From an optimization exercise on the open Yosys and OpenROAD flow, aimed at small area, a short achievable clock period and few clock cycles; shortcuts taken in it are not production practice.
In this exercise RTL edits were held to simulation tests only and were not proved equivalent to the original.
Power figures rest on the tool's default switching activity, not on a simulated workload.

## flow/design.v

```verilog
module ALUb
	(output wire [7:0] Result,
	 output wire [3:0] NZVC,
	 input  wire [7:0] A, B,
	 input  wire y_b, y_nb, y_one, cin, pen, gen, arith, cinv);
	wire [7:0] Y = (B & {8{y_b}}) | (~B & {8{y_nb}}) | {8{y_one}};
	wire [7:0] p = A ^ Y;
	wire [7:0] g = A & Y;
	wire [8:0] c;
	assign c[0] = cin;
	genvar i;
	generate for (i = 0; i < 8; i = i + 1) begin : chain
		assign c[i+1] = (g[i] & arith) | (p[i] & c[i]);
	end endgenerate
	wire [7:0] lr = (p & {8{pen}}) ^ (g & {8{gen}});
	assign Result = lr ^ c[7:0];
	assign NZVC = {Result[7], 1'b0, c[8] ^ c[7], c[8] ^ cinv};
endmodule
module cpu
	(output wire [7:0] address,
	 output wire [7:0] to_memory,
	 output wire write,
	 input  wire [7:0] from_memory,
	 input  wire clk, reset);
	localparam [3:0] S_OP = 4'd0, S_IMM = 4'd1, S_DLD = 4'd2, S_DST = 4'd3, S_BR = 4'd4,
	                 S_LD1 = 4'd5, S_LD2 = 4'd6, S_WR = 4'd7, S_HALT = 4'd8;
	reg [7:0] A, B, AR, RP;
	reg [3:0] F;           
	reg zpend, zsrc;
	wire z_now = zpend ? ~|(zsrc ? B : A) : F[2];
	reg [3:0] irl;         
	reg [3:0] st;
	reg aluv, fast, cap, pv;
	wire [7:0] d = from_memory;
	assign address = AR;
	reg [7:0] W;
	reg wr;
	assign write = wr;
	assign to_memory = W;
	wire ar_io = &AR[7:5];
	wire rp_io = &RP[7:5];
	wire ar_fastok = ~ar_io & (AR[6:0] != 7'h7F) & (AR != 8'hDF);
	wire rp_fastok = ~rp_io & (RP[6:0] != 7'h7F) & (RP != 8'hDF);
	wire same_rg = (AR[7] == RP[7]) & (ar_io == rp_io);
	wire wants = (st == S_OP) | (st == S_IMM) | (st == S_DLD) | (st == S_DST) | (st == S_BR);
	wire avail = fast | cap | ar_io;
	wire consume = wants & avail;
	wire op_alu = d[6];
	wire op_imm = d[7] & ~d[4] & ~d[0];
	wire op_dld = d[7] & ~d[4] & d[0];
	wire op_dst = d[7] & d[4];
	wire op_br  = d[5];
	wire op_valid = ((d[7:4] == 4'h4) & (d[3:0] >= 4'h2) & (d[3:0] <= 4'hD)) |
	                (d == 8'h86) | (d == 8'h88) | (d == 8'h87) | (d == 8'h89) |
	                (d == 8'h96) | (d == 8'h97) |
	                ((d[7:4] == 4'h2) & (d[3:0] <= 4'h8));
	reg bad;
	reg taken;
	always @(*) begin
		case (irl)
			4'h0: taken = 1'b1;
			4'h1: taken = F[3];
			4'h2: taken = ~F[3];
			4'h3: taken = z_now;
			4'h4: taken = ~z_now;
			4'h5: taken = F[1];
			4'h6: taken = ~F[1];
			4'h7: taken = F[0];
			default: taken = ~F[0];
		endcase
	end
	wire [3:0] o = d[3:0];
	wire dsub = (o == 4'h3);
	wire dinc = (o == 4'h6) | (o == 4'h7);
	wire ddec = (o == 4'h8) | (o == 4'h9);
	wire dadd = (o == 4'h2) | (o == 4'hD);
	wire dand = (o == 4'h4);
	wire dor  = (o == 4'h5);
	wire dnot = (o == 4'hB) | (o == 4'hC);
	reg c_yb, c_ynb, c_yone, c_cin, c_arith;
	always @(posedge clk) begin
		c_yb    <= dadd | dand | dor | (o == 4'hA);
		c_ynb   <= dsub;
		c_yone  <= ddec | dnot;
		c_cin   <= dsub | dinc;
		c_arith <= dadd | dsub | dinc | ddec;
	end
	wire c_pen   = ~(irl == 4'h4);
	wire c_gen   = (irl == 4'h4) | (irl == 4'h5);
	wire c_cinv  = (irl == 4'h3) | (irl == 4'h8) | (irl == 4'h9);
	wire alu_to_b = (irl == 4'h7) | (irl == 4'h9) | (irl == 4'hC) | (irl == 4'hD);
	wire [7:0] alu_r;
	wire [3:0] alu_f;
	ALUb alu (.Result(alu_r), .NZVC(alu_f), .A(A), .B(B),
	          .y_b(c_yb), .y_nb(c_ynb), .y_one(c_yone), .cin(c_cin), .pen(c_pen),
	          .gen(c_gen), .arith(c_arith), .cinv(c_cinv));
	wire ld_now = (st == S_IMM & consume) | (st == S_LD1 & ar_io) | (st == S_LD2);
	wire ld_b = ~irl[1];
	wire ret = (st == S_WR) | (st == S_LD1 & ar_io) | (st == S_LD2);
	wire clob = (st == S_WR) & same_rg;
	wire pv_eff = pv & ~clob;
	wire hold = (st == S_LD1) & ~ar_io & ~(same_rg & pv);
	wire sel_d = consume & ((st == S_DLD) | (st == S_DST) | ((st == S_BR) & taken));
	wire use_rp = (st == S_LD1) | (st == S_LD2) | (st == S_WR);
	wire step_a = fast | ~avail;
	wire inc = use_rp ? (ret & (pv ? (pv_eff & rp_fastok) : 1'b1)) :
	           (wants & (~step_a | ar_fastok));
	wire [7:0] base = use_rp ? RP : AR;
	wire [7:0] base1 = base + 8'd1;
	wire [7:0] nxt = sel_d ? d : hold ? AR : inc ? base1 : base;
	always @(posedge clk or negedge reset) begin
		if (!reset) begin
			A <= 8'd0; B <= 8'd0; F <= 4'd0; AR <= 8'd0;
			st <= S_OP; aluv <= 1'b0; fast <= 1'b0; cap <= 1'b0; bad <= 1'b0; zpend <= 1'b0; wr <= 1'b0;
		end else begin
			zpend <= aluv;
			if (zpend) F[2] <= z_now;
			if (aluv) begin
				{F[3], F[1:0]} <= {alu_f[3], alu_f[1:0]};
				if (alu_to_b) B <= alu_r; else A <= alu_r;
			end
			if (ld_now) begin
				if (ld_b) B <= d; else A <= d;
			end
			aluv <= consume & (st == S_OP) & op_alu;
			AR <= nxt;
			if (ret) begin
				fast <= pv_eff & rp_fastok;
				cap <= pv_eff & ~rp_fastok;
			end else if (wants) begin
				fast <= ~sel_d & step_a & ar_fastok;
				cap <= ~sel_d & step_a & ~ar_fastok;
			end
			bad <= consume & (st == S_OP) & ~op_valid;
			wr <= ~bad & consume & (st == S_DST);
			if (bad) st <= S_HALT;
			else case (st)
				S_OP:  if (consume)
					st <= op_alu ? S_OP : op_imm ? S_IMM : op_dld ? S_DLD :
					      op_dst ? S_DST : op_br ? S_BR : S_HALT;
				S_IMM, S_BR: if (consume) st <= S_OP;
				S_DLD: if (consume) st <= S_LD1;
				S_DST: if (consume) st <= S_WR;
				S_LD1: st <= ar_io ? S_OP : S_LD2;
				S_LD2, S_WR: st <= S_OP;
				default: ;
			endcase
		end
	end
	always @(posedge clk) begin
		zsrc <= alu_to_b;
		W <= irl[0] ? B : A;
		if (consume && st == S_OP) irl <= d[3:0];
		if (consume && (st == S_DLD || st == S_DST)) begin
			RP <= AR;
			pv <= fast;
		end
	end
endmodule
```

## flow/flow/run.sh

```bash
#!/bin/bash
# The standard layout (standard.sh), with three changes in how it is made:
#  - logic mapping with the ABC area script flow/abc_area.script (a copy of
#    the ORFS scripts folder is used, with only that file replaced; it adds
#    rounds of choice-based remapping and don't-care optimisation);
#  - timing repair aims at a setup margin of 5.45 ns instead of 5.0 ns;
#  - the port buffers are made with sky130_fd_sc_hd__buf_2.
# The design, constraints, clock period and all other settings are the standard flow's.
# The whole output of the tools goes to standard.log (and ORFS's own logs).
set -euo pipefail
here=$(pwd)
rm -rf "$here/orfs_scripts"
cp -r "$FLOW_HOME/scripts" "$here/orfs_scripts"
cp "$here/flow/abc_area.script" "$here/orfs_scripts/abc_area.script"
sed -e 's/SETUP_SLACK_MARGIN=[0-9.]*/SETUP_SLACK_MARGIN=5.45/' \
    -e "s|^make -C |make SCRIPTS_DIR=$here/orfs_scripts -C |" standard.sh > standard_custom.sh
export BUFFER_PORTS_ARGS="-buffer_cell sky130_fd_sc_hd__buf_2"
export CTS_ARGS="-sink_clustering_enable -repair_clock_nets -dont_use_dummy_load"
bash standard_custom.sh > standard.log 2>&1
```

## flow/flow/abc_area.script

```
strash
dc2
dch -f
map -B 0.9
mfs
strash
dch -f
map -B 0.9
mfs
strash
dch -f
map -B 0.9
topo
stime -c
buffer -c
upsize -c
dnsize -c
```

## flow/standard.sh

```bash
#!/bin/bash
# synth_recipe.tcl (not shown) runs the flow's synth.tcl, then flattens the netlist and writes it again
# the make line also repeats each setting of config.mk as NAME=value (left out here)
make -C /OpenROAD-flow-scripts/flow DESIGN_CONFIG=/design/flow/config.mk WORK_HOME=/design/flow/orfs CLKGATE_MAP_FILE= SYNTH_SCRIPT=/design/flow/synth_recipe.tcl "${@:-finish}"
```

## flow/config.mk

```make
export PLATFORM = sky130hd
export DESIGN_NAME = cpu
export DESIGN_NICKNAME = cpu
export VERILOG_FILES = /design/flow/design.v
export SDC_FILE = /design/flow/constraint.sdc
export NUM_CORES = 4
export LEC_CHECK = 0
export ABC_AREA = 1
export CAP_MARGIN = 20
export CORE_MARGIN = 2
export CORE_UTILIZATION = 40
export SETUP_SLACK_MARGIN = 5.0
export SLEW_MARGIN = 20
export TNS_END_PERCENT = 0
```

## flow/constraint.sdc

```tcl
create_clock -name core_clock -period 8.0 [get_ports {clk}]
set_input_delay 1.6000 -clock core_clock [delete_from_list [all_inputs] [get_ports {clk}]]
set_output_delay 1.6000 -clock core_clock [all_outputs]
set_load 0.01 [all_outputs]
```

==> results of run 1 <==
==> where the power goes <==
group	switching [mW]	internal, mW	leakage [nW]
Clock	0.113	0.100	0.0647
Combinational	0.0623	0.0366	1.33
Sequential	0.0126	0.346	0.662
Total	0.188	0.483	2.05
==> state kept, by name, summed over array words and instances, names as in the netlist, 4 cells and up <==
register / cells
AR: 8
A: 8
B: 8
RP: 8
W: 8
F: 4
irl: 4
st: 4
==> Yosys cell counts (all sizes together) (2+ instances only) <==
library cell | count | area (um2)
a21oi | 22 | 110
a22oi | 6 | 45.0
a31oi | 3 | 18.8
buf | 6 | 38.8
clkbuf | 2 | 7.51
dfrtp | 38 | 951
dfxtp | 14 | 280
edfxtp | 13 | 390
ha | 9 | 113
inv | 70 | 263
nand2 | 135 | 544
nand3 | 37 | 213
nand4 | 6 | 52.6
nor2 | 51 | 250
nor3 | 5 | 25.0
nor3b | 2 | 15.0
o211ai | 13 | 97.6
o21ai | 50 | 269
o22ai | 8 | 50.1
or2 | 3 | 18.8
xnor2 | 5 | 43.8
xor2 | 12 | 105
==> metal layers <==
metal	vias to the layer above	part of all wire, %	global-route usage, %	wire, um
met5	-	0	0	0
met4	0	2.0	7.72	217
met3	19	6.3	3.84	673
met2	107	42	29.9	4470
met1	1693	49	30.3	5250
li1	1769	-	-	-
==> worst max-delay path by stage <==
stage	slack, ns	endpoint	cells after the start
after floorplan	5.55	bad	7
after global placement	5.44	st[0]	6
after detailed placement	5.40	st[0]	6
after CTS	5.44	address[6]	1
after global routing	5.43	address[5]	1
final	5.44	address[5]	1
==> repair_timing <==
| action | 4_1_cts | 5_1_grt |
|---|---|---|
| buffers inserted | 1 | 1 |
| pin swaps | 0 | 5 |
| gates resized for setup | 4 | 14 |
| endpoints found under the setup margin | 5 | 13 |
==> through the flow <==
step / util, % / worst slack (ns) / instances / cell area, um2
after global routing: 45.3 / 5.43 / 679 / 4380
after detailed placement: 43.5 / 5.40 / 668 / 4210
after global placement: 43.5 / 5.44 / 668 / 4210
final: 45.3 / 5.44 / 679 / 4380
after CTS: 44.9 / 5.44 / 678 / 4350
after floorplan: - / 5.55 / 517 / 3960
==> layout make-up <==
| cell class | instances | area [um2] | share of cell area, % |
|---|---|---|---|
| sequential | 65 | 1630 | 37.2 |
| tap | 133 | 166 | 3.80 |
| timing repair buffer | 28 | 145 | 3.31 |
| clock buffer | 9 | 124 | 2.83 |
| multi-input combinational | 374 | 2050 | 46.8 |
| inverter | 70 | 268 | 6.11 |
==> cell families after synthesis <==
group / Yosys count
AND/OR/NAND/NOR: 240
AO/OA/AOI/OAI: 108
buffers and inverters: 78
flip-flops: 65
XOR/XNOR: 17
adder cells (fa/ha/maj): 9
==> run_results.csv, run 1 <==
group,metric,value,unit
die,design.core.area,9680,um2
clock_tree,cts_tree,"done",
cells_and_area,layout_commonest_cell,"nand2_1",
synthesis,ys_seq_area_share,40.9,%
timing,clock_skew,0.0141,ns
worst_hold_path,min_from,"fast",
clock_tree,cts_hold_buf,0,
synthesis,synth_edf_count,13,
pwr,power.total,0.671,mW
synthesis,syn_area_per_cell,7.66,um2
timing,hold_ws,0.490,ns
pwr,ir_drop,0.0741,mV
die,die_h,104,um
synthesis,postSynth.asyncResetShare,58.5,%
synthesis,yosys.area_share.simple,28.4,%
synthesis,synth-adder-area-share,2.84,%
worst_hold_path,hold_depth,0,
synthesis,synth_top_flop_cell,"dfrtp_1",
detailed_routing,drc,0,
die,die_w,104,um
setup_path,r2r_end,"AR[3]",
setup_path,crit_family,"flip-flops",
die,pin_count,27,
timing,period_share,31.9,%
timing,final.min_clock_period,2.56,ns
grt,overflow,0,
setup_path,endpoint_kind,"output pin",
synthesis,ys.warnings.count,1,
synthesis,synthCells,517,
synthesis,synthMuxAreaShare,0,%
place,io_buffers,26,
setup_path,cp_max_fo,5,
timing,relSlewSlack,36.1,%
synthesis,synth_top_family_by_area,"simple AND/OR/NAND/NOR gates",
pwr,power.density,153,nW/um2
clock_tree,cts_made_buffers,9,
cells_and_area,nets,567,
cells_and_area,fill_cells,994,
setup_path,cp_num_buf_inv,1,
cells_and_area,layout_common_cells,"nand2_1, inv_1, nor2_1",
detailed_routing,detail-route-antenna-nets,0,
timing,final_hold_viol_count,0,
cells_and_area,syn_to_final_growth,10.7,%
die,row_count,36,
timing,setup_violations,0,
cells_and_area,num_antenna_cells,0,
timing,tightest_slew,0.959,ns
grt,grt_usage,20.5,%
detailed_routing,dr.pass1.iters,4,
setup_path,cp-start-kind,"register",
setup_path,cp.arrival,0.96,ns
job,drv_cap,0,
synthesis,syn_nets,536,
timing,max_freq,0.391,GHz
setup_path,r2r_slack,5.62,ns
grt,grt_pass1_vias,3425,
die,initial_core_util,40.9,%
clock_tree,cts.clk_slew.worst_paths,0.07,ns
clock_tree,cts-root-buf,"clkbuf_8",
detailed_routing,wl_per_cell,15.6,um
detailed_routing,vias_per_cell,5.28,
setup_path,cp-startpoint,"AR[5]",
synthesis,synth-xor-area-share,3.76,%
timing,setup_tns,0,ns
setup_path,worstSetupPathType,"reg2out",
setup_path,cpPeakStageDelay,0.46,ns
detailed_routing,vias,3588,
synthesis,synth_area,3960,um2
setup_path,crit_path_top_delay_cell,"dfrtp_2",
timing,rsz0062_at_grt,"true",
setup_path,rr_startpoint,"irl[0]",
clock_tree,clock_path_buffers,2,
synthesis,synth_compound_area_share,16.2,%
clock_tree,cts.sinks,65,
timing,drv_slew,0,
clock_tree,clock_latency,0.34,ns
setup_path,crit_required,6.40,ns
clock_tree,htreeDepth,3,
grt,grt_pass1_wl,17500,um
place,globalplace.congestion,0.912,
worst_hold_path,min_to,"pv",
synthesis,yosysUniqueCellTypes,43,
run_status,status,"no timing/DRC/antenna violations",
cells_and_area,final_layout_size_suffix_gt1_share,16.8,%
detailed_routing,wirelength,10600,um
pwr,leakage,2.05,nW
setup_path,worstPathCellList,"buf_2",
worst_hold_path,worst_hold_path_type,"reg2reg",
die,die_area,10700,um2
grt,grt_max_degree,39,
detailed_routing,drt_iter0_drc,223,
synthesis,ys_ff_latch,65,
grt,antenna_found_initial,0,
setup_path,rr_worst_depth,11,
place,hpwl,7890,um
Testbench counts, summed over its fixed seeds: cycles 69,132.
==> run 2, diff against run 1 <==
--- a/flow/config.mk
+++ b/flow/config.mk
@@ -11,4 +11,4 @@
 export CORE_UTILIZATION = 40
 export SETUP_SLACK_MARGIN = 5.0
 export SLEW_MARGIN = 20
-export TNS_END_PERCENT = 0
+export TNS_END_PERCENT = 20
==> run 2 against run 1 <==
Register-to-register slack hardly changed. Non-clock buffer count unchanged. Global-route usage stayed put. Worst hold slack unchanged. Critical path depth did not move. Die area unchanged. Flip-flop and latch count is the same. Clock skew unchanged. Sequential power is essentially flat. Fmax did not move. Critical path type unchanged. Highest routed layer unchanged.
==> run_results.csv, run 2 <==
group,metric,value,unit
synthesis,ys_ff_latch,65,
grt,grt_max_degree,39,
synthesis,ys.warnings.count,1,
setup_path,crit_path_top_delay_cell,"dfrtp_2",
synthesis,synth_top_flop_cell,"dfrtp_1",
detailed_routing,vias_per_cell,5.28,
grt,antenna_found_initial,0,
synthesis,synth_edf_count,13,
setup_path,worstSetupPathType,"reg2out",
synthesis,synth_area,3960,um2
clock_tree,clock_path_buffers,2,
setup_path,endpoint_kind,"output pin",
setup_path,crit_required,6.40,ns
worst_hold_path,worst_hold_path_type,"reg2reg",
pwr,ir_drop,0.0741,mV
setup_path,cp_max_fo,5,
timing,setup_tns,0,ns
synthesis,synth_common_cells,"nand2_1, inv_1, nor2_1, dfrtp_1, o21ai_0",
clock_tree,cts.clk_slew.worst_paths,0.07,ns
timing,period_share,31.9,%
cells_and_area,final_layout_size_suffix_gt1_share,16.8,%
timing,final.min_clock_period,2.56,ns
setup_path,worstPathCellList,"buf_2",
detailed_routing,detail-route-antenna-nets,0,
clock_tree,cts_tree,"done",
grt,grt_usage,20.5,%
synthesis,synthCells,517,
setup_path,cp.depth,1,
grt,grt_pass1_wl,17500,um
detailed_routing,vias,3588,
place,io_buffers,26,
setup_path,cp-start-kind,"register",
synthesis,ys_seq_area_share,40.9,%
cells_and_area,num_antenna_cells,0,
detailed_routing,wirelength,10600,um
worst_hold_path,hold_depth,0,
synthesis,synth_top_area_share,24.0,%
detailed_routing,dr.pass1.iters,4,
pwr,power.density,153,nW/um2
synthesis,synth.most_common_cell,"nand2_1",
die,die_w,104,um
setup_path,cp_num_buf_inv,1,
clock_tree,htreeDepth,3,
die,initial_core_util,40.9,%
timing,setup_violations,0,
timing,tightest_slew,0.959,ns
clock_tree,cts-root-buf,"clkbuf_8",
setup_path,crit_family,"flip-flops",
cells_and_area,nets,567,
timing,max_freq,0.391,GHz
die,pin_count,27,
timing,drv_slew,0,
grt,grt_pass1_vias,3425,
detailed_routing,drc,0,
die,die_area,10700,um2
clock_tree,cts.sinks,65,
cells_and_area,utilization,45.3,%
synthesis,synth.largest_area_cell,"dfrtp_1",
setup_path,cp.arrival,0.96,ns
timing,clock_skew,0.0141,ns
clock_tree,clock_latency,0.34,ns
place,hpwl,7890,um
clock_tree,cts_made_buffers,9,
synthesis,ys_top_cells_by_area,"dfrtp_1, nand2_1, edfxtp_1",
setup_path,cpPeakStageDelay,0.46,ns
cells_and_area,layout_common_cells,"nand2_1, inv_1, nor2_1",
synthesis,yosysUniqueCellTypes,43,
die,design.core.area,9680,um2
timing,rsz0062_at_grt,"true",
detailed_routing,wl_per_cell,15.6,um
pwr,power.total,0.671,mW
die,die_h,104,um
job,drv_cap,0,
synthesis,postSynth.asyncResetShare,58.5,%
timing,relSlewSlack,36.1,%
synthesis,syn_area_per_cell,7.66,um2
timing,final_hold_viol_count,0,
run_status,status,"no timing/DRC/antenna violations",
cells_and_area,layout_commonest_cell,"nand2_1",
pwr,leakage,2.05,nW
die,row_count,36,
grt,overflow,0,
synthesis,syn_nets,536,
detailed_routing,drt_iter0_drc,223,
cells_and_area,syn_to_final_growth,10.7,%
setup_path,rr_worst_depth,11,
place,globalplace.congestion,0.912,
## run 2: cell families (layout without fill, tap and decap cells)
group	after synthesis	after routing	share of synthesized area, %
AND/OR/NAND/NOR	240	240	28.4
adder cells (fa/ha/maj)	9	9	2.84
buffers and inverters	78	107	7.80
XOR/XNOR	17	17	3.76
flip-flops	65	65	40.9
AO/OA/AOI/OAI	108	108	16.2
## run 2: cell type report
| type | count | area [um2] |
|---|---|---|
| flip-flops and latches | 65 | 1630 |
| fillers | 994 | 5300 |
| inverters | 70 | 268 |
| clock buffers | 9 | 124 |
| well taps | 133 | 166 |
| multi-input cells | 374 | 2050 |
| repair buffers | 28 | 145 |
## run 2: layer usage
layer	GRT usage, %	part of all wire [%]	vias to the layer above
met3	3.84	6.3	19
met1	30.3	49	1693
met4	7.72	2.0	0
li1	-	-	1769
met2	29.9	42	107
met5	0	0	-
## run 2: where the power goes
group,switching (mW),internal (mW)
logic,0.0623,0.0366
clock network,0.113,0.100
registers,0.0126,0.346
## run 2: worst paths after layout
path | slack, ns | startpoint | endpoint
max | 5.44 | AR[5] | address[5]
max in group asynchronous | 5.93 | reset | AR[7]
min in group asynchronous | 1.41 | reset | A[6]
min reg2reg | 0.49 | fast | pv
min | 0.49 | fast | pv
max reg2reg | 5.62 | irl[0] | AR[3]
## run 2: metrics by stage
step | hold slack (ns) | cell area [um2] | cells | worst slack [ns]
after detailed placement | 0.469 | 4210 | 668 | 5.40
after floorplan | 0.447 | 3960 | 517 | 5.55
after global routing | 0.513 | 4380 | 679 | 5.43
after CTS | 0.495 | 4350 | 678 | 5.44
after global placement | 0.485 | 4210 | 668 | 5.44
final | 0.490 | 4380 | 679 | 5.44
## run 2: repair_timing
action,4_1_cts,5_1_grt
hold endpoints to repair,0,0
endpoints found under the setup margin,5,13
cloned,0,0
setup buffers,1,1
hold buffers,0,0
pin swaps,0,5
gates resized for setup,4,14
==> run 3, diff against run 2 <==
--- a/flow/flow/run.sh
+++ b/flow/flow/run.sh
@@ -15,5 +15,4 @@
 sed -e 's/SETUP_SLACK_MARGIN=[0-9.]*/SETUP_SLACK_MARGIN=5.45/' \
     -e "s|^make -C |make SCRIPTS_DIR=$here/orfs_scripts -C |" standard.sh > standard_custom.sh
 export BUFFER_PORTS_ARGS="-buffer_cell sky130_fd_sc_hd__buf_2"
-export CTS_ARGS="-sink_clustering_enable -repair_clock_nets -dont_use_dummy_load"
 bash standard_custom.sh > standard.log 2>&1
--- a/flow/config.mk
+++ b/flow/config.mk
@@ -11,4 +11,3 @@
 export CORE_UTILIZATION = 40
 export SETUP_SLACK_MARGIN = 5.0
 export SLEW_MARGIN = 20
-export TNS_END_PERCENT = 20
==> run 3 against run 2 <==
Worst setup slack better by 0.047 ns. Still clean. Die area is the same. Largest cell class unchanged. Clock skew down 0.0085 ns. Final cell count rose by 2.4%. Combinational power is essentially flat. Sequential power about the same. Critical endpoint is now address[6].
==> run_results.csv, run 3 <==
group,metric,value,unit
run_status,status,"no timing/DRC/antenna violations",
setup_path,cpPeakStageDelay,0.42,ns
synthesis,ys.warnings.count,1,
worst_hold_path,worst_hold_path_type,"reg2reg",
die,die_h,104,um
die,die_area,10700,um2
grt,antenna_found_initial,0,
synthesis,yosysUniqueCellTypes,43,
place,globalplace.congestion,0.912,
setup_path,cp.arrival,0.91,ns
die,initial_core_util,40.9,%
clock_tree,htreeDepth,3,
clock_tree,cts_made_buffers,9,
detailed_routing,drt_iter0_drc,211,
clock_tree,clock_latency,0.34,ns
synthesis,synth_top_flop_cell,"dfrtp_1",
cells_and_area,final_layout_size_suffix_gt1_share,18.3,%
synthesis,ys_top_cells_by_area,"dfrtp_1, nand2_1, edfxtp_1",
die,pin_count,27,
clock_tree,cts_hold_buf,0,
cells_and_area,nets,576,
setup_path,endpoint_kind,"output pin",
clock_tree,cts.clk_slew.worst_paths,0.07,ns
synthesis,synthCells,517,
detailed_routing,wl_met1,5370,um
grt,overflow,0,
grt,grt_max_degree,39,
cells_and_area,layout_commonest_cell,"nand2_1",
timing,clock_skew,0.00559,ns
timing,setup_violations,0,
cells_and_area,layout_common_cells,"nand2_1, inv_1, nor2_1",
timing,setup_tns,0,ns
clock_tree,clock_path_buffers,2,
place,hpwl,7890,um
detailed_routing,dr.pass1.iters,4,
synthesis,synth_top_area_share,24.0,%
timing,final.min_clock_period,2.51,ns
setup_path,crit_required,6.40,ns
synthesis,syn_nets,536,
clock_tree,cts_tree,"done",
place,io_buffers,26,
synthesis,synth_area,3960,um2
setup_path,crit_family,"flip-flops",
setup_path,worstPathCellList,"buf_2",
synthesis,synth.largest_area_cell,"dfrtp_1",
detailed_routing,vias,3654,
grt,grt_pass1_vias,3464,
clock_tree,cts.sinks,65,
synthesis,synth_edf_count,13,
detailed_routing,highest_layer,"met4",
cells_and_area,syn_to_final_growth,13.7,%
place,dp.cells,668,
setup_path,worstSetupPathType,"reg2out",
timing,rsz0062_at_grt,"true",
pwr,power.density,161,nW/um2
detailed_routing,detail-route-antenna-nets,0,
die,die_w,104,um
cells_and_area,final_cells,695,
detailed_routing,dr_wl_met2,4600,um
cells_and_area,num_antenna_cells,0,
grt,grt_pass1_wl,17800,um
detailed_routing,vias_per_cell,5.26,
detailed_routing,wl_per_cell,15.3,um
timing,max_freq,0.399,GHz
pwr,ir_drop,0.0740,mV
synthesis,ys_ff_latch,65,
cells_and_area,final_area,4500,um2
grt,grt_usage,20.9,%
die,design.core.area,9680,um2
setup_path,cp_num_buf_inv,1,
synthesis,syn_area_per_cell,7.66,um2
detailed_routing,dr_wl_met3,505,um
timing,relSlewSlack,36.2,%
pwr,leakage,2.13,nW
setup_path,cp-start-kind,"register",
clock_tree,cts-root-buf,"clkbuf_8",
setup_path,cp_max_fo,2,
detailed_routing,wirelength,10700,um
timing,final_hold_viol_count,0,
job,drv_cap,0,
setup_path,crit_path_top_delay_cell,"dfrtp_2",
place,place_area,4210,um2
synthesis,synth.most_common_cell,"nand2_1",
timing,tightest_slew,0.956,ns
timing,period_share,31.4,%
synthesis,synth_common_cells,"nand2_1, inv_1, nor2_1, dfrtp_1, o21ai_0",
synthesis,postSynth.asyncResetShare,58.5,%
detailed_routing,drc,0,
die,row_count,36,
synthesis,ys_seq_area_share,40.9,%
timing,drv_slew,0,
[run 3: cell count changes in the layout (fill, tap and decap cells not counted), sizes merged]
cell | before | now
bufinv | 0 | 1
buf | 28 | 37
clkbuf | 9 | 12
clkinv | 0 | 3
[run 3: power breakdown]
group	switching [mW]	total, mW	internal [mW]	leakage, nW
Combinational	0.0622	0.0988	0.0366	1.37
Clock	0.125	0.267	0.142	0.0918
Sequential	0.0124	0.359	0.346	0.664
[run 3: area by class of cell]
class | instances | area [um2]
Fill cell | 993 | 5180
Multi-Input combinational cell | 374 | 2050
Sequential cell | 65 | 1630
Inverter | 70 | 265
Timing Repair Buffer | 37 | 213
Tap cell | 133 | 166
Clock buffer | 12 | 135
Clock inverter | 4 | 43.8
[run 3: worst paths after layout]
path | from | endpoint | slack [ns] | depth (start not counted)
max reg2reg | B[0] | A[7] | 5.65 | 21
min in group asynchronous | reset | A[5] | 1.41 | 1
min reg2reg | fast | pv | 0.49 | 0
max | AR[6] | address[6] | 5.49 | 1
max in group asynchronous | reset | AR[7] | 5.93 | 1
min | fast | pv | 0.49 | 0
[run 3: layer usage]
| metal | vias up | global-route usage [%] |
|---|---|---|
| met5 | - | 0 |
| met4 | 0 | 7.24 |
| met3 | 17 | 4.03 |
| met2 | 100 | 30.9 |
| met1 | 1737 | 30.5 |
| li1 | 1800 | - |
[run 3: timing repair]
action                     CTS  global route
setup endpoints to repair    5            11
gates resized for setup      4            12
pin swaps                    0             5
setup buffers                5             6
[run 3: per-stage QoR]
stage	power [mW]	util, %	hold slack (ns)	setup WS [ns]
detailed placement	0.459	43.5	0.469	5.40
global route	0.763	46.5	0.515	5.44
floorplan	0.430	-	0.447	5.55
CTS	0.726	45.8	0.496	5.45
global placement	0.457	43.5	0.485	5.44
finish	0.725	46.5	0.493	5.49
[run 3: kinds of logic (layout without fill, tap and decap cells)]
family	Yosys count	after routing	share of synthesized area (%)
XOR/XNOR	17	17	3.76
buffers and inverters	78	123	7.80
AO/OA/AOI/OAI	108	108	16.2
AND/OR/NAND/NOR	240	240	28.4
adder cells (fa/ha/maj)	9	9	2.84
flip-flops	65	65	40.9
==> run 4, diff against run 3 <==
--- a/flow/flow/run.sh
+++ b/flow/flow/run.sh
@@ -15,4 +15,5 @@
 sed -e 's/SETUP_SLACK_MARGIN=[0-9.]*/SETUP_SLACK_MARGIN=5.45/' \
     -e "s|^make -C |make SCRIPTS_DIR=$here/orfs_scripts -C |" standard.sh > standard_custom.sh
 export BUFFER_PORTS_ARGS="-buffer_cell sky130_fd_sc_hd__buf_2"
+export CTS_ARGS="-sink_clustering_enable -repair_clock_nets -dont_use_dummy_load -sink_clustering_size 20 -sink_clustering_max_diameter 100"
 bash standard_custom.sh > standard.log 2>&1
==> run 4 against run 3 <==
Global-route usage is 0.22 points lower. Critical path depth stayed put. Die area stayed put. Clock-buffer cell count is 3 lower.
==> run_results.csv, run 4 <==
group,metric,value,unit
cells_and_area,syn_to_final_growth,11.8,%
die,die_w,104,um
cells_and_area,multi_input_area,2050,um2
synthesis,ys_top_cells_by_area,"dfrtp_1, nand2_1, edfxtp_1",
detailed_routing,detail-route-antenna-nets,0,
grt,grt_max_degree,39,
setup_path,cp_max_fo,4,
timing,max_freq,0.398,GHz
pwr,seqPwrFrac,53.5,%
die,pin_count,27,
detailed_routing,drt_iter0_drc,245,
pwr,p_int,0.483,mW
cells_and_area,final-seq-area,1630,um2
synthesis,synth.largest_area_cell,"dfrtp_1",
clock_tree,cts.sinks,65,
grt,overflow,0,
synthesis,ys.warnings.count,1,
grt,grt_pass1_wl,17600,um
cells_and_area,final_layout_size_suffix_gt1_share,17.8,%
synthesis,synth.most_common_cell,"nand2_1",
setup_path,cp_num_buf_inv,1,
die,design.core.area,9680,um2
job,drv_cap,0,
timing,setup_tns,0,ns
synthesis,ys_seq_area_share,40.9,%
clock_tree,clock_latency,0.34,ns
grt,antenna_found_initial,0,
cells_and_area,fill_cells,998,
grt,grt_pass1_vias,3443,
place,globalplace.congestion,0.912,
detailed_routing,vias,3633,
worst_hold_path,worst_hold_path_type,"reg2reg",
synthesis,synthCells,517,
timing,drv_slew,0,
setup_path,cpPeakStageDelay,0.42,ns
setup_path,rr_worst_depth,21,
clock_tree,clock_path_buffers,2,
worst_hold_path,hold_depth,0,
setup_path,cp.depth,1,
pwr,power.total,0.671,mW
setup_path,endpoint_kind,"output pin",
timing,period_share,31.4,%
place,hpwl,7890,um
cells_and_area,layout_common_cells,"nand2_1, inv_1, nor2_1",
synthesis,synth_edf_count,13,
setup_path,cp.arrival,0.91,ns
cells_and_area,num_antenna_cells,0,
cells_and_area,utilization,45.7,%
synthesis,syn_area_per_cell,7.66,um2
setup_path,cp-start-kind,"register",
clock_tree,htreeDepth,3,
clock_tree,cts.clk_slew.worst_paths,0.07,ns
detailed_routing,dr.pass1.iters,5,
synthesis,ys_ff_latch,65,
run_status,status,"no timing/DRC/antenna violations",
cells_and_area,nets,573,
place,io_buffers,26,
timing,rsz0062_at_grt,"true",
setup_path,worstPathCellList,"buf_2",
synthesis,synth_top_area_share,24.0,%
clock_tree,cts_made_buffers,9,
synthesis,synth_top_flop_cell,"dfrtp_1",
pwr,switching_power,0.188,mW
pwr,netSwitchingFraction,28.0,%
grt,grt_usage,20.7,%
timing,final.min_clock_period,2.51,ns
synthesis,synth_common_cells,"nand2_1, inv_1, nor2_1, dfrtp_1, o21ai_0",
synthesis,yosysUniqueCellTypes,43,
detailed_routing,wirelength,10700,um
setup_path,worstSetupPathType,"reg2out",
pwr,combinationalPowerShare,14.7,%
timing,final_hold_viol_count,0,
synthesis,synth_area,3960,um2
pwr,leakage,2.09,nW
synthesis,postSynth.asyncResetShare,58.5,%
timing,setup_violations,0,
timing,relSlewSlack,36.1,%
die,initial_core_util,40.9,%
setup_path,crit_required,6.40,ns
detailed_routing,wl_per_cell,15.6,um
timing,tightest_slew,0.959,ns
clock_tree,cts-root-buf,"clkbuf_8",
timing,clock_skew,0.0148,ns
cells_and_area,layout_commonest_cell,"nand2_1",
die,die_area,10700,um2
setup_path,crit_path_top_delay_cell,"dfrtp_1",
pwr,clkPwrFrac,31.8,%
pwr,ir_drop,0.0743,mV
clock_tree,cts_tree,"done",
die,row_count,36,
detailed_routing,vias_per_cell,5.30,
pwr,power.density,152,nW/um2
detailed_routing,drc,0,
setup_path,crit_family,"flip-flops",
synthesis,syn_nets,536,
die,die_h,104,um
## run 4: power groups by stage
stage                     registers [mW]  clock network, mW  logic (mW)
final                              0.359              0.213      0.0989
after detailed placement           0.365                  0      0.0941
after global routing               0.360              0.232       0.113
after global placement             0.365                  0      0.0919
after CTS                          0.359              0.217      0.0948
after floorplan                    0.360                  0      0.0701
## run 4: cells by family (layout without fill, tap and decap cells)
family / count (synthesis) / in the layout / synth area share [%]
AO/OA/AOI/OAI: 108 / 108 / 16.2
AND/OR/NAND/NOR: 240 / 240 / 28.4
buffers and inverters: 78 / 113 / 7.80
flip-flops: 65 / 65 / 40.9
adder cells (fa/ha/maj): 9 / 9 / 2.84
XOR/XNOR: 17 / 17 / 3.76
## run 4: worst reg2reg max path, cell delays in order (launching register included)
cell      delay (ns)
dfrtp_1         0.43
nand2_1         0.08
o211ai_1        0.09
ha_1            0.32
nand2_1         0.08
nand2_2         0.06
nand2_1         0.07
nand2_2         0.06
nand2_2         0.06
nand2_2         0.06
nand2_2         0.07
nand2_2         0.06
nand2_1         0.07
nand2_1         0.07
nand2_1         0.08
nand2_2         0.07
nand2_2         0.10
nand2_2         0.06
nand2_2         0.08
nand3_1         0.07
nand2_1         0.11
o21ai_1         0.06
## run 4: final timing paths
check / start / to / slack, ns
hold reg to reg: fast / pv / 0.49
setup / recovery: AR[4] / address[4] / 5.49
max in group asynchronous: reset / AR[7] / 5.93
hold / removal: fast / pv / 0.49
setup reg to reg: B[0] / A[7] / 5.65
min in group asynchronous: reset / A[6] / 1.40
## run 4: cell type report
| type | count | area share [%] |
|---|---|---|
| multi-input combinational | 374 | 46.3 |
| clock buffer | 9 | 2.80 |
| tap | 133 | 3.76 |
| timing repair buffer | 34 | 4.29 |
| inverter | 70 | 6.05 |
| sequential | 65 | 36.8 |
## run 4: metrics by stage
stage          cells  setup slack, ns  hold WS [ns]  area [um2]
2_1_floorplan    517             5.55         0.447        3960
3_3_place_gp     668             5.44         0.485        4210
3_5_place_dp     668             5.40         0.469        4210
4_1_cts          681             5.45         0.495        4370
5_1_grt          685             5.45         0.497        4430
6_report         685             5.49         0.490        4430
## run 4: layer usage
layer	track usage [%]	share of wire, %	vias to the layer above
li1	-	-	1787
met1	30.3	50	1725
met2	30.3	42	98
met3	3.84	5.2	23
met4	7.72	2.3	0
met5	0	0	-
## run 4: what timing repair did
item	4_1_cts	5_1_grt
resized for setup	5	13
hold endpoints to repair	0	0
setup buffers	4	4
hold buffers	0	0
pin swaps	0	5
setup endpoints to repair	5	10
==> run 5, diff against run 4 <==
--- a/flow/flow/run.sh
+++ b/flow/flow/run.sh
@@ -15,5 +15,5 @@
 sed -e 's/SETUP_SLACK_MARGIN=[0-9.]*/SETUP_SLACK_MARGIN=5.45/' \
     -e "s|^make -C |make SCRIPTS_DIR=$here/orfs_scripts -C |" standard.sh > standard_custom.sh
 export BUFFER_PORTS_ARGS="-buffer_cell sky130_fd_sc_hd__buf_2"
-export CTS_ARGS="-sink_clustering_enable -repair_clock_nets -dont_use_dummy_load -sink_clustering_size 20 -sink_clustering_max_diameter 100"
+export CTS_ARGS="-sink_clustering_enable -repair_clock_nets -dont_use_dummy_load -root_buf sky130_fd_sc_hd__clkbuf_16 -buf_list sky130_fd_sc_hd__clkbuf_16"
 bash standard_custom.sh > standard.log 2>&1
==> run 5 against run 4 <==
Register-to-register slack worse by 0.03 ns. Non-clock buffer count down 6. Clock power up 52%. Sequential share of layout area down 0.48 points. Critical path depth unchanged. Core utilization up 0.57 points. Flip-flop and latch count unchanged.
==> run_results.csv, run 5 <==
group,metric,value,unit
timing,drv_slew,0,
synthesis,syn_nets,536,
timing,hold_ws,0.489,ns
synthesis,ys_top_cells_by_area,"dfrtp_1, nand2_1, edfxtp_1",
place,io_buffers,26,
detailed_routing,detail-route-antenna-nets,0,
die,initial_core_util,40.9,%
grt,grt_pass1_wl,17500,um
cells_and_area,nets,567,
synthesis,synth_area,3960,um2
synthesis,ys_seq_area_share,40.9,%
setup_path,cp_num_buf_inv,1,
timing,relSlewSlack,35.9,%
synthesis,ys.warnings.count,1,
clock_tree,cts_tree,"done",
clock_tree,cts_made_buffers,9,
job,drv_cap,0,
cells_and_area,final_layout_size_suffix_gt1_share,16.7,%
timing,rsz0062_at_grt,"true",
cells_and_area,syn_to_final_growth,13.2,%
detailed_routing,drt_iter0_drc,264,
place,place_area,4210,um2
grt,antenna_found_initial,0,
timing,period_share,31.6,%
synthesis,synthCells,517,
setup_path,cp_max_fo,5,
pwr,p_int,0.580,mW
grt,grt_usage,20.5,%
pwr,power.density,175,nW/um2
timing,max_freq,0.395,GHz
worst_hold_path,worst_hold_path_type,"reg2reg",
detailed_routing,wl_per_cell,15.7,um
pwr,ir_drop,0.0893,mV
place,hpwl,7890,um
timing,setup_ws,5.47,ns
cells_and_area,final_area,4480,um2
setup_path,cpPeakStageDelay,0.45,ns
die,design.core.area,9680,um2
detailed_routing,vias_per_cell,5.29,
clock_tree,cts_hold_buf,0,
clock_tree,cts-root-buf,"clkbuf_16",
setup_path,crit_required,6.40,ns
timing,setup_violations,0,
setup_path,crit_family,"flip-flops",
cells_and_area,num_antenna_cells,0,
pwr,leakage,2.10,nW
timing,final_hold_viol_count,0,
place,globalplace.congestion,0.912,
setup_path,endpoint_kind,"output pin",
detailed_routing,dr.pass1.iters,5,
pwr,seqPwrFrac,46.0,%
pwr,combinationalPowerShare,12.7,%
die,pin_count,27,
place,pre_cts_slack,5.40,ns
detailed_routing,vias,3590,
run_status,status,"no timing/DRC/antenna violations",
synthesis,synth_common_cells,"nand2_1, inv_1, nor2_1, dfrtp_1, o21ai_0",
cells_and_area,final_cells,679,
synthesis,ys_ff_latch,65,
die,die_w,104,um
synthesis,synth_top_flop_cell,"dfrtp_1",
timing,tightest_slew,0.961,ns
detailed_routing,drc,0,
pwr,netSwitchingFraction,25.9,%
cells_and_area,layout_commonest_cell,"nand2_1",
timing,clock_skew,0.0105,ns
cells_and_area,layout_common_cells,"nand2_1, inv_1, nor2_1",
pwr,power.total,0.783,mW
pwr,clkPwrFrac,41.4,%
synthesis,postSynth.asyncResetShare,58.5,%
timing,final.min_clock_period,2.53,ns
timing,setup_tns,0,ns
detailed_routing,wirelength,10700,um
grt,grt_pass1_vias,3432,
setup_path,cp.arrival,0.93,ns
synthesis,synth_edf_count,13,
clock_tree,clock_latency,0.33,ns
die,die_area,10700,um2
place,dp.cells,668,
setup_path,worstSetupPathType,"reg2out",
clock_tree,cts.sinks,65,
synthesis,synth_top_area_share,24.0,%
setup_path,cp-start-kind,"register",
die,row_count,36,
synthesis,synth.largest_area_cell,"dfrtp_1",
cells_and_area,utilization,46.3,%
clock_tree,cts.clk_slew.worst_paths,0.05,ns
setup_path,crit_path_top_delay_cell,"dfrtp_2",
grt,grt_max_degree,39,
synthesis,syn_area_per_cell,7.66,um2
clock_tree,clock_path_buffers,2,
pwr,switching_power,0.202,mW
setup_path,worstPathCellList,"buf_2",
grt,overflow,0,
synthesis,synth.most_common_cell,"nand2_1",
clock_tree,htreeDepth,3,
synthesis,yosysUniqueCellTypes,43,
die,die_h,104,um
## run 5: area by class of cell
type	instances	area [um2]
inverters	70	268
clock buffers	9	225
well taps	133	166
fillers	991	5200
repair buffers	28	145
flip-flops and latches	65	1630
multi-input cells	374	2050
## run 5: timing repair
item,in CTS,in global routing
gates cloned,0,0
pin swaps,0,5
buffers inserted,0,2
endpoints found under the setup margin,4,9
resized for setup,4,13
## run 5: worst register-to-register path, delay by kind of cell (launching register included)
| kind | cells | cell delay (ns) |
|---|---|---|
| fa+ha+maj | 1 | 0.32 |
| flops | 1 | 0.43 |
| simple gates | 18 | 1.33 |
| compound gates | 2 | 0.16 |
## run 5: cell families after synthesis
group | synth area share (%)
AO/OA/AOI/OAI | 16.2
buffers and inverters | 7.80
XOR/XNOR | 3.76
flip-flops | 40.9
AND/OR/NAND/NOR | 28.4
adder cells (fa/ha/maj) | 2.84
## run 5: final timing paths
path	startpoint	to	slack [ns]	depth (start not counted)
min in group asynchronous	reset	A[5]	1.43	1
setup / recovery	AR[5]	address[5]	5.47	1
setup reg to reg	B[0]	A[7]	5.62	21
hold / removal	fast	pv	0.49	0
hold reg to reg	fast	pv	0.49	0
max in group asynchronous	reset	AR[3]	5.91	1
## run 5: power groups by stage
stage	Clock (mW)	Combinational [mW]	Sequential [mW]
CTS	0.328	0.0949	0.359
detailed placement	0	0.0941	0.365
finish	0.324	0.0993	0.360
global route	0.341	0.113	0.361
floorplan	0	0.0701	0.360
global placement	0	0.0919	0.365
## run 5: layer usage
metal	routed length (um)	vias up	track usage, %
met5	0	-	0
met4	161	0	7.05
met3	644	16	3.96
met2	4580	107	30.4
met1	5270	1696	30.1
li1	-	1771	-
==> run 6, diff against run 5 <==
--- a/flow/flow/run.sh
+++ b/flow/flow/run.sh
@@ -15,5 +15,5 @@
 sed -e 's/SETUP_SLACK_MARGIN=[0-9.]*/SETUP_SLACK_MARGIN=5.45/' \
     -e "s|^make -C |make SCRIPTS_DIR=$here/orfs_scripts -C |" standard.sh > standard_custom.sh
 export BUFFER_PORTS_ARGS="-buffer_cell sky130_fd_sc_hd__buf_2"
-export CTS_ARGS="-sink_clustering_enable -repair_clock_nets -dont_use_dummy_load -root_buf sky130_fd_sc_hd__clkbuf_16 -buf_list sky130_fd_sc_hd__clkbuf_16"
+export CTS_ARGS="-sink_clustering_enable -repair_clock_nets -dont_use_dummy_load -buf_list sky130_fd_sc_hd__clkbuf_4"
 bash standard_custom.sh > standard.log 2>&1
==> run 6 against run 5 <==
Area after synthesis stayed put. Via count is 0.28% higher. Core utilization shrank 0.81 points. Combinational power shrank 0.7%. First-iteration DRC count down 19%. Flip-flop and latch count is the same. Critical path depth unchanged. Routed wire length increased by 0.32%. Still clean. Register-to-register slack about the same. Critical endpoint is now address[6]. Fmax shrank 2.4%.
==> run_results.csv, run 6 <==
group,metric,value,unit
synthesis,postSynth.asyncResetShare,58.5,%
timing,max_freq,0.386,GHz
setup_path,rr_startpoint,"irl[0]",
grt,grt_max_degree,39,
cells_and_area,final_layout_size_suffix_gt1_share,17.7,%
synthesis,synth.most_common_cell,"nand2_1",
job,drv_cap,0,
timing,rsz0062_at_grt,"true",
timing,setup_violations,0,
synthesis,synth_common_cells,"nand2_1, inv_1, nor2_1, dfrtp_1, o21ai_0",
synthesis,synth_edf_count,13,
die,row_count,36,
clock_tree,clock_latency,0.42,ns
grt,gr-usage-met3,3.15,%
synthesis,ys.warnings.count,1,
setup_path,crit_path_top_delay_cell,"dfrtp_2",
pwr,leakage,2.08,nW
detailed_routing,dr.pass1.iters,5,
setup_path,cp.arrival,0.99,ns
detailed_routing,wl_per_cell,15.6,um
timing,setup_tns,0,ns
detailed_routing,vias_per_cell,5.25,
synthesis,synth_top_area_share,24.0,%
clock_tree,cts.sinks,65,
place,pre_cts_slack,5.40,ns
pwr,power.density,140,nW/um2
grt,overflow,0,
setup_path,worstPathCellList,"buf_6",
detailed_routing,detail-route-antenna-nets,0,
grt,grt_use_met2,31.1,%
clock_tree,htreeDepth,3,
detailed_routing,wirelength,10700,um
timing,period_share,32.4,%
clock_tree,cts_made_buffers,9,
worst_hold_path,min_to,"pv",
grt,grt_usage,20.7,%
worst_hold_path,worst_hold_path_type,"reg2reg",
grt,antenna_found_initial,0,
die,design.core.area,9680,um2
synthesis,synth_area,3960,um2
die,die_h,104,um
detailed_routing,vias,3600,
clock_tree,cts-root-buf,"clkbuf_4",
setup_path,r2r_end,"AR[3]",
setup_path,r2r_slack,5.63,ns
setup_path,crit_required,6.40,ns
synthesis,synth.largest_area_cell,"dfrtp_1",
timing,setup_ws,5.41,ns
cells_and_area,layout_common_cells,"nand2_1, inv_1, nor2_1",
setup_path,worstSetupPathType,"reg2out",
clock_tree,cts_tree,"done",
synthesis,syn_nets,536,
clock_tree,clock_path_buffers,2,
run_status,status,"no timing/DRC/antenna violations",
die,die_area,10700,um2
synthesis,synth_top_flop_cell,"dfrtp_1",
worst_hold_path,hold_depth,0,
synthesis,ys_top_cells_by_area,"dfrtp_1, nand2_1, edfxtp_1",
cells_and_area,layout_commonest_cell,"nand2_1",
detailed_routing,drt_iter0_drc,213,
place,globalplace.congestion,0.912,
worst_hold_path,min_from,"fast",
setup_path,cp_max_fo,2,
pwr,ir_drop,0.0672,mV
place,hpwl,7890,um
synthesis,syn_area_per_cell,7.66,um2
grt,grt_use_met1,30.4,%
timing,tightest_slew,0.957,ns
synthesis,ys_ff_latch,65,
synthesis,ys_seq_area_share,40.9,%
setup_path,endpoint_kind,"output pin",
clock_tree,cts.clk_slew.worst_paths,0.11,ns
timing,final_hold_viol_count,0,
cells_and_area,num_antenna_cells,0,
timing,clock_skew,0.0225,ns
setup_path,rr_worst_depth,11,
setup_path,crit_family,"flip-flops",
timing,final.min_clock_period,2.59,ns
timing,drv_slew,0,
die,pin_count,27,
die,die_w,104,um
place,io_buffers,26,
setup_path,cpPeakStageDelay,0.45,ns
synthesis,yosysUniqueCellTypes,43,
detailed_routing,drc,0,
setup_path,cp-start-kind,"register",
synthesis,synthCells,517,
grt,grt_pass1_wl,17700,um
timing,relSlewSlack,36.2,%
grt,busiest_layer,"met2",
die,initial_core_util,40.9,%
cells_and_area,nets,574,
grt,grt_pass1_vias,3474,
setup_path,cp_num_buf_inv,1,
cells_and_area,syn_to_final_growth,11.2,%
run 6: cell counts after synthesis:
Identical to the previous run, type by type.
run 6: kinds of logic after synthesis:
group	Yosys count	share of synthesized area, %
fa+ha+maj	9	2.84
simple gates	240	28.4
xor+xnor	17	3.76
buf+inv	78	7.80
compound gates	108	16.2
flops	65	40.9
run 6: report_power, final:
group	switching, mW	total, mW	internal (mW)	leakage [nW]
Clock	0.109	0.161	0.0523	0.0414
Combinational	0.0621	0.0986	0.0364	1.37
Sequential	0.0126	0.358	0.346	0.665
run 6: metal layers:
| metal | part of all wire (%) | wire [um] | vias up |
|---|---|---|---|
| met3 | 4.3 | 463 | 20 |
| li1 | - | - | 1785 |
| met4 | 1.9 | 204 | 0 |
| met2 | 43 | 4610 | 92 |
| met5 | 0 | 0 | - |
| met1 | 51 | 5420 | 1703 |
run 6: worst max-delay path by stage:
stage | startpoint | endpoint | slack [ns] | cells past startpoint
3_5_place_dp | from_memory[7] | st[0] | 5.40 | 6
4_1_cts | AR[6] | address[6] | 5.41 | 1
5_1_grt | AR[7] | address[7] | 5.40 | 1
3_3_place_gp | from_memory[7] | st[0] | 5.44 | 6
6_report | AR[6] | address[6] | 5.41 | 1
2_1_floorplan | from_memory[0] | bad | 5.55 | 7
run 6: final cells by class:
class                      instances  area, um2
timing repair buffer              35        223
multi-input combinational        374       2050
sequential                        65       1630
inverter                          70        268
clock buffer                       9       67.6
fill                            1001       5280
tap                              133        166
run 6: repair_timing:
| item | 4_1_cts | 5_1_grt |
|---|---|---|
| cloned | 0 | 0 |
| pin swaps | 0 | 5 |
| gates resized for setup | 10 | 12 |
| buffers inserted | 8 | 1 |
| endpoints found under the setup margin | 9 | 16 |
| hold buffers | 0 | 0 |
run 6: metrics by stage:
| step | total power, mW | hold WS [ns] | cell area (um2) | util [%] | instances |
|---|---|---|---|---|---|
| 2_1_floorplan | 0.430 | 0.447 | 3960 | - | 517 |
| 3_3_place_gp | 0.457 | 0.485 | 4210 | 43.5 | 668 |
| 3_5_place_dp | 0.459 | 0.469 | 4210 | 43.5 | 668 |
| 4_1_cts | 0.617 | 0.504 | 4370 | 45.1 | 685 |
| 5_1_grt | 0.650 | 0.524 | 4410 | 45.5 | 686 |
| 6_report | 0.618 | 0.503 | 4410 | 45.5 | 686 |
==> run 7, diff against run 6 <==
==> flow/flow/run.sh (replaced) <==
#!/bin/bash
# The standard layout (standard.sh), with four changes in how it is made:
#  - logic mapping with the ABC area script flow/abc_area.script (a copy of
#    the ORFS scripts folder is used, with only that file replaced; it adds
#    rounds of choice-based remapping and don't-care optimisation);
#  - timing repair aims at a setup margin of 5.45 ns instead of 5.0 ns;
#  - the port buffers are made with sky130_fd_sc_hd__buf_2;
#  - clock tree synthesis without dummy loads (otherwise ORFS's arguments).
# The design, constraints, clock period and all other settings are the standard flow's.
# The whole output of the tools goes to standard.log (and ORFS's own logs).
set -euo pipefail
here=$(pwd)
rm -rf "$here/orfs_scripts"
cp -r "$FLOW_HOME/scripts" "$here/orfs_scripts"
cp "$here/flow/abc_area.script" "$here/orfs_scripts/abc_area.script"
sed -e 's/SETUP_SLACK_MARGIN=[0-9.]*/SETUP_SLACK_MARGIN=5.45/' \
    -e "s|^make -C |make SCRIPTS_DIR=$here/orfs_scripts -C |" standard.sh > standard_custom.sh
export BUFFER_PORTS_ARGS="-buffer_cell sky130_fd_sc_hd__buf_2"
export CTS_ARGS="-sink_clustering_enable -repair_clock_nets -dont_use_dummy_load"
bash standard_custom.sh > standard.log 2>&1
==> run 7 against run 6 <==
Still clean on timing, DRC and antenna. Fmax grew 3.2%. Sequential share of layout area shrank 0.26 points. Clock power grew 32%. First-iteration DRC count grew 15%. Non-clock buffer count shrank 1. Core utilization grew 0.25 points. Power grew 8.5%. Synthesized cell count is the same. Register-to-register slack gained 0.02 ns. Die area is the same. Largest power group unchanged.
==> run_results.csv, run 7 <==
group,metric,value,unit
clock_tree,cts_made_buffers,9,
run_status,status,"no timing/DRC/antenna violations",
grt,grt_usage,20.7,%
clock_tree,clock_path_buffers,2,
grt,antenna_found_initial,0,
setup_path,cp_max_fo,4,
timing,final_hold_viol_count,0,
place,hpwl,7890,um
setup_path,crit_family,"flip-flops",
setup_path,crit_required,6.40,ns
setup_path,rr_worst_depth,21,
die,row_count,36,
clock_tree,clock_latency,0.34,ns
detailed_routing,vias_per_cell,5.30,
synthesis,synth_common_cells,"nand2_1, inv_1, nor2_1, dfrtp_1, o21ai_0",
setup_path,worstSetupPathType,"reg2out",
die,die_area,10700,um2
synthesis,postSynth.asyncResetShare,58.5,%
cells_and_area,layout_commonest_cell,"nand2_1",
job,drv_cap,0,
grt,grt_pass1_vias,3443,
setup_path,cpPeakStageDelay,0.42,ns
place,globalplace.congestion,0.912,
grt,grt_max_degree,39,
timing,clock_skew,0.0148,ns
worst_hold_path,min_to,"pv",
detailed_routing,vias,3633,
setup_path,cp-startpoint,"AR[4]",
pwr,leakage,2.09,nW
synthesis,synth_top_flop_cell,"dfrtp_1",
synthesis,synth_edf_count,13,
timing,max_freq,0.398,GHz
cells_and_area,layout_common_cells,"nand2_1, inv_1, nor2_1",
clock_tree,cts-root-buf,"clkbuf_8",
grt,overflow,0,
timing,drv_slew,0,
clock_tree,htreeDepth,3,
setup_path,cp_num_buf_inv,1,
setup_path,r2r_slack,5.65,ns
clock_tree,cts_hold_buf,0,
pwr,power.density,152,nW/um2
place,place_area,4210,um2
cells_and_area,final_layout_size_suffix_gt1_share,17.8,%
setup_path,crit_path_top_delay_cell,"dfrtp_1",
detailed_routing,wl_per_cell,15.6,um
synthesis,yosysUniqueCellTypes,43,
grt,grt_pass1_wl,17600,um
synthesis,ys.warnings.count,1,
timing,rsz0062_at_grt,"true",
synthesis,synth_top_area_share,24.0,%
setup_path,r2r_end,"A[7]",
setup_path,rr_startpoint,"B[0]",
die,design.core.area,9680,um2
synthesis,synth.largest_area_cell,"dfrtp_1",
timing,relSlewSlack,36.1,%
clock_tree,cts.clk_slew.worst_paths,0.07,ns
synthesis,synth_area,3960,um2
clock_tree,cts.sinks,65,
die,pin_count,27,
detailed_routing,dr.pass1.iters,5,
die,initial_core_util,40.9,%
cells_and_area,final-seq-area,1630,um2
setup_path,cp.arrival,0.91,ns
synthesis,ys_top_cells_by_area,"dfrtp_1, nand2_1, edfxtp_1",
clock_tree,cts_tree,"done",
setup_path,cp-start-kind,"register",
die,die_h,104,um
detailed_routing,detail-route-antenna-nets,0,
synthesis,synth.most_common_cell,"nand2_1",
cells_and_area,fill_cells,998,
synthesis,synthCells,517,
timing,setup_tns,0,ns
timing,tightest_slew,0.959,ns
timing,final.min_clock_period,2.51,ns
pwr,ir_drop,0.0743,mV
setup_path,endpoint_kind,"output pin",
synthesis,syn_nets,536,
cells_and_area,final_area,4430,um2
detailed_routing,drc,0,
die,die_w,104,um
detailed_routing,drt_iter0_drc,245,
worst_hold_path,min_from,"fast",
cells_and_area,nets,573,
cells_and_area,syn_to_final_growth,11.8,%
setup_path,worstPathCellList,"buf_2",
cells_and_area,multi_input_area,2050,um2
place,io_buffers,26,
synthesis,ys_ff_latch,65,
synthesis,ys_seq_area_share,40.9,%
detailed_routing,wirelength,10700,um
timing,setup_violations,0,
cells_and_area,num_antenna_cells,0,
worst_hold_path,worst_hold_path_type,"reg2reg",
worst_hold_path,hold_depth,0,
synthesis,syn_area_per_cell,7.66,um2
timing,period_share,31.4,%
[run 7: timing repair]
| item | CTS | global route |
|---|---|---|
| buffers inserted | 4 | 4 |
| gates resized for setup | 5 | 13 |
| gates cloned | 0 | 0 |
| pin swaps | 0 | 5 |
| endpoints found under the setup margin | 5 | 10 |
| hold endpoints to repair | 0 | 0 |
[run 7: power by group]
group	switching [mW]	internal, mW	total, mW
sequential	0.0126	0.346	0.359
clock	0.113	0.100	0.213
combinational	0.0623	0.0366	0.0989
[run 7: per-stage QoR]
step / hold WS [ns] / std cells / setup slack (ns) / util, % / power (mW)
finish: 0.490 / 685 / 5.49 / 45.7 / 0.671
global route: 0.497 / 685 / 5.45 / 45.7 / 0.705
CTS: 0.495 / 681 / 5.45 / 45.1 / 0.671
detailed placement: 0.469 / 668 / 5.40 / 43.5 / 0.459
global placement: 0.485 / 668 / 5.44 / 43.5 / 0.457
floorplan: 0.447 / 517 / 5.55 / - / 0.430
[run 7: cell families after synthesis]
logic type / share of synthesized area [%]
XOR/XNOR: 3.76
buffers and inverters: 7.80
adder cells (fa/ha/maj): 2.84
AO/OA/AOI/OAI: 16.2
AND/OR/NAND/NOR: 28.4
flip-flops: 40.9
[run 7: how the worst max path moves through the flow]
stage	endpoint	slack [ns]	cells past startpoint
detailed placement	st[0]	5.40	6
floorplan	bad	5.55	7
global placement	st[0]	5.44	6
CTS	address[2]	5.45	1
global route	A[7]	5.45	21
finish	address[4]	5.49	1
[run 7: final cells by class]
class,count,share of cell area (%)
Clock buffer,9,2.80
Inverter,70,6.05
Multi-Input combinational cell,374,46.3
Sequential cell,65,36.8
Tap cell,133,3.76
Timing Repair Buffer,34,4.29
[run 7: layer usage]
| layer | up-vias | GRT usage (%) | wire length, um |
|---|---|---|---|
| met4 | 0 | 7.72 | 246 |
| met5 | - | 0 | 0 |
| met2 | 98 | 30.3 | 4510 |
| met1 | 1725 | 30.3 | 5340 |
| met3 | 23 | 3.84 | 553 |
| li1 | 1787 | - | - |
==> run 8, diff against run 7 <==
--- a/flow/flow/run.sh
+++ b/flow/flow/run.sh
@@ -3,7 +3,7 @@
 #  - logic mapping with the ABC area script flow/abc_area.script (a copy of
 #    the ORFS scripts folder is used, with only that file replaced; it adds
 #    rounds of choice-based remapping and don't-care optimisation);
-#  - timing repair aims at a setup margin of 5.45 ns instead of 5.0 ns;
+#  - timing repair aims at a setup margin of 5.5 ns instead of 5.0 ns;
 #  - the port buffers are made with sky130_fd_sc_hd__buf_2;
 #  - clock tree synthesis without dummy loads (otherwise ORFS's arguments).
 # The design, constraints, clock period and all other settings are the standard flow's.
@@ -13,7 +13,7 @@
 rm -rf "$here/orfs_scripts"
 cp -r "$FLOW_HOME/scripts" "$here/orfs_scripts"
 cp "$here/flow/abc_area.script" "$here/orfs_scripts/abc_area.script"
-sed -e 's/SETUP_SLACK_MARGIN=[0-9.]*/SETUP_SLACK_MARGIN=5.45/' \
+sed -e 's/SETUP_SLACK_MARGIN=[0-9.]*/SETUP_SLACK_MARGIN=5.5/' \
     -e "s|^make -C |make SCRIPTS_DIR=$here/orfs_scripts -C |" standard.sh > standard_custom.sh
 export BUFFER_PORTS_ARGS="-buffer_cell sky130_fd_sc_hd__buf_2"
 export CTS_ARGS="-sink_clustering_enable -repair_clock_nets -dont_use_dummy_load"
==> run 8 against run 7 <==
Still clean on timing, DRC and antenna. Core utilization rose by 0.68 points. Non-clock buffer count rose by 3. Flip-flop and latch count stayed put. Critical endpoint is now address[6]. Largest power group unchanged.
==> run_results.csv, run 8 <==
group,metric,value,unit
cells_and_area,final_cells,688,
synthesis,synthCells,517,
clock_tree,cts.sinks,65,
run_status,status,"no timing/DRC/antenna violations",
setup_path,r2r_slack,5.67,ns
synthesis,yosysUniqueCellTypes,43,
clock_tree,cts-root-buf,"clkbuf_8",
detailed_routing,drc,0,
die,die_w,104,um
synthesis,ys_ff_latch,65,
grt,grt_pass1_wl,17700,um
pwr,netSwitchingFraction,28.1,%
clock_tree,clock_latency,0.34,ns
setup_path,rr_worst_depth,21,
place,globalplace.congestion,0.912,
synthesis,ys.warnings.count,1,
synthesis,synth_common_cells,"nand2_1, inv_1, nor2_1, dfrtp_1, o21ai_0",
worst_hold_path,min_from,"fast",
setup_path,crit_path_top_delay_cell,"dfrtp_2",
cells_and_area,nets,576,
pwr,clkPwrFrac,31.5,%
place,hpwl,7890,um
worst_hold_path,hold_depth,0,
pwr,combinationalPowerShare,15.3,%
grt,grt_use_met1,30.4,%
worst_hold_path,min_to,"pv",
pwr,p_int,0.485,mW
timing,setup_tns,0,ns
die,design.core.area,9680,um2
grt,busiest_layer,"met2",
clock_tree,cts_tree,"done",
setup_path,r2r_end,"B[7]",
die,pin_count,27,
clock_tree,cts.clk_slew.worst_paths,0.07,ns
timing,tightest_slew,0.952,ns
worst_hold_path,worst_hold_path_type,"reg2reg",
setup_path,worstPathCellList,"buf_6",
clock_tree,cts_made_buffers,9,
pwr,seqPwrFrac,53.2,%
detailed_routing,drt_iter0_drc,199,
setup_path,cp.depth,1,
die,initial_core_util,40.9,%
place,pre_cts_slack,5.40,ns
job,drv_cap,0,
setup_path,cpPeakStageDelay,0.43,ns
synthesis,synth.largest_area_cell,"dfrtp_1",
timing,drv_slew,0,
setup_path,endpoint_kind,"output pin",
timing,max_freq,0.400,GHz
timing,relSlewSlack,36.5,%
detailed_routing,wl_per_cell,15.5,um
timing,final.min_clock_period,2.50,ns
pwr,power.density,150,nW/um2
grt,antenna_found_initial,0,
grt,grt_pass1_vias,3467,
timing,period_share,31.2,%
synthesis,synth.most_common_cell,"nand2_1",
timing,final_hold_viol_count,0,
synthesis,synth_area,3960,um2
detailed_routing,vias,3643,
cells_and_area,fill_cells,996,
grt,grt_usage,20.7,%
synthesis,ys_top_cells_by_area,"dfrtp_1, nand2_1, edfxtp_1",
cells_and_area,final_layout_size_suffix_gt1_share,18.6,%
grt,gr-usage-met3,3.84,%
clock_tree,htreeDepth,3,
synthesis,postSynth.asyncResetShare,58.5,%
synthesis,syn_nets,536,
setup_path,cp_max_fo,2,
grt,overflow,0,
setup_path,cp.arrival,0.90,ns
setup_path,crit_family,"flip-flops",
grt,grt_use_met2,30.5,%
setup_path,worstSetupPathType,"reg2out",
cells_and_area,layout_commonest_cell,"nand2_1",
timing,clock_skew,0.0153,ns
die,die_h,104,um
pwr,power.total,0.675,mW
synthesis,synth_top_flop_cell,"dfrtp_1",
synthesis,syn_area_per_cell,7.66,um2
setup_path,cp-start-kind,"register",
synthesis,ys_seq_area_share,40.9,%
pwr,switching_power,0.189,mW
pwr,leakage,2.12,nW
setup_path,rr_startpoint,"B[0]",
cells_and_area,num_antenna_cells,0,
die,die_area,10700,um2
detailed_routing,vias_per_cell,5.30,
clock_tree,clock_path_buffers,2,
detailed_routing,dr.pass1.iters,5,
cells_and_area,syn_to_final_growth,13.5,%
timing,rsz0062_at_grt,"true",
detailed_routing,wirelength,10700,um
cells_and_area,layout_common_cells,"nand2_1, inv_1, nor2_1",
place,dp.cells,668,
detailed_routing,detail-route-antenna-nets,0,
die,row_count,36,
grt,grt_max_degree,39,
pwr,ir_drop,0.0815,mV
place,io_buffers,26,
setup_path,cp_num_buf_inv,1,
timing,setup_ws,5.50,ns
setup_path,crit_required,6.40,ns
synthesis,synth_edf_count,13,
timing,setup_violations,0,
synthesis,synth_top_area_share,24.0,%
run 8: cell counts after synthesis:
No cell type changed its count.
run 8: worst max-delay path by stage:
stage | from | endpoint | slack, ns
floorplan | from_memory[0] | bad | 5.55
global placement | from_memory[7] | st[0] | 5.44
detailed placement | from_memory[7] | st[0] | 5.40
CTS | AR[7] | address[7] | 5.49
global route | B[0] | B[7] | 5.48
finish | AR[6] | address[6] | 5.50
run 8: power by group through the flow:
stage	Sequential [mW]	Combinational, mW	Clock, mW
final	0.359	0.103	0.212
after global routing	0.360	0.117	0.232
after detailed placement	0.365	0.0941	0
after CTS	0.359	0.0948	0.217
after global placement	0.365	0.0919	0
after floorplan	0.360	0.0701	0
run 8: layout make-up:
class                   instances  area, um2  area share (%)
flip-flops and latches         65       1630            36.2
repair buffers                 37        238            5.29
clock buffers                   9        124            2.76
well taps                     133        166            3.70
multi-input cells             374       2070            46.1
inverters                      70        268            5.96
run 8: through the flow:
| stage | instance area [um2] | util (%) | hold slack (ns) |
|---|---|---|---|
| 4_1_cts | 4410 | 45.6 | 0.495 |
| 6_report | 4500 | 46.4 | 0.490 |
| 3_3_place_gp | 4210 | 43.5 | 0.485 |
| 2_1_floorplan | 3960 | - | 0.447 |
| 5_1_grt | 4500 | 46.4 | 0.513 |
| 3_5_place_dp | 4210 | 43.5 | 0.469 |
run 8: repair_timing:
action | 4_1_cts | 5_1_grt
setup buffers | 8 | 3
pin swaps | 0 | 9
hold buffers | 0 | 0
endpoints found under the setup margin | 10 | 13
resized for setup | 9 | 17
run 8: logic make-up (layout without fill, tap and decap cells):
group	count (synthesis)	count (layout)	synth area share [%]
xor gates and xnor gates	17	17	3.76
DFF	65	65	40.9
adders and majority gates	9	9	2.84
and+or+nand+nor	240	240	28.4
AOI/OAI and AO/OA	108	108	16.2
buffers and inverters	78	116	7.80
run 8: routing by layer:
metal,routed length [um],up-vias
li1,-,1793
met1,5420,1739
met2,4580,90
met3,459,21
met4,231,0
met5,0,-

static timing again, ports no longer ideal:
The results above use ideal ports. As a check the final layouts listed here were re-extracted and re-timed, cells and wires unchanged. Step 1, drivers: a clkbuf_16 drives clk and a buf_2 each remaining input, both assumed. Step 2 adds t to the input delays and takes it off the output delays; t is the mean of the earliest and latest rising clock arrival at the registers after step 1. Input paths then give back, and output paths get back, about the clock's delay inside the block. Three values: ideal, step 1, step 2; two values: the first two.
run	t, ns	slack for setup (ns)	worst setup path at the end	worst register clock-pin slew, ns
run 1	0.367	5.445 / 5.409 / 5.363	input to register	0.07 / 0.07
run 2	0.367	5.445 / 5.409 / 5.363	input to register	0.07 / 0.07
run 3	0.374	5.491 / 5.455 / 5.373	input to register	0.07 / 0.07
run 4	0.369	5.489 / 5.453 / 5.381	input to register	0.07 / 0.07
run 5	0.361	5.470 / 5.430 / 5.366	input to register	0.05 / 0.05
run 6	0.438	5.408 / 5.375 / 5.373	input to register	0.11 / 0.11
run 7	0.369	5.489 / 5.453 / 5.381	input to register	0.07 / 0.07
run 8	0.370	5.502 / 5.465 / 5.374	input to register	0.07 / 0.07
After both steps every run listed still meets setup and hold. The setup slack of run 8, which loses most, moves by -0.037 ns with the drivers and by -0.128 ns with both steps.
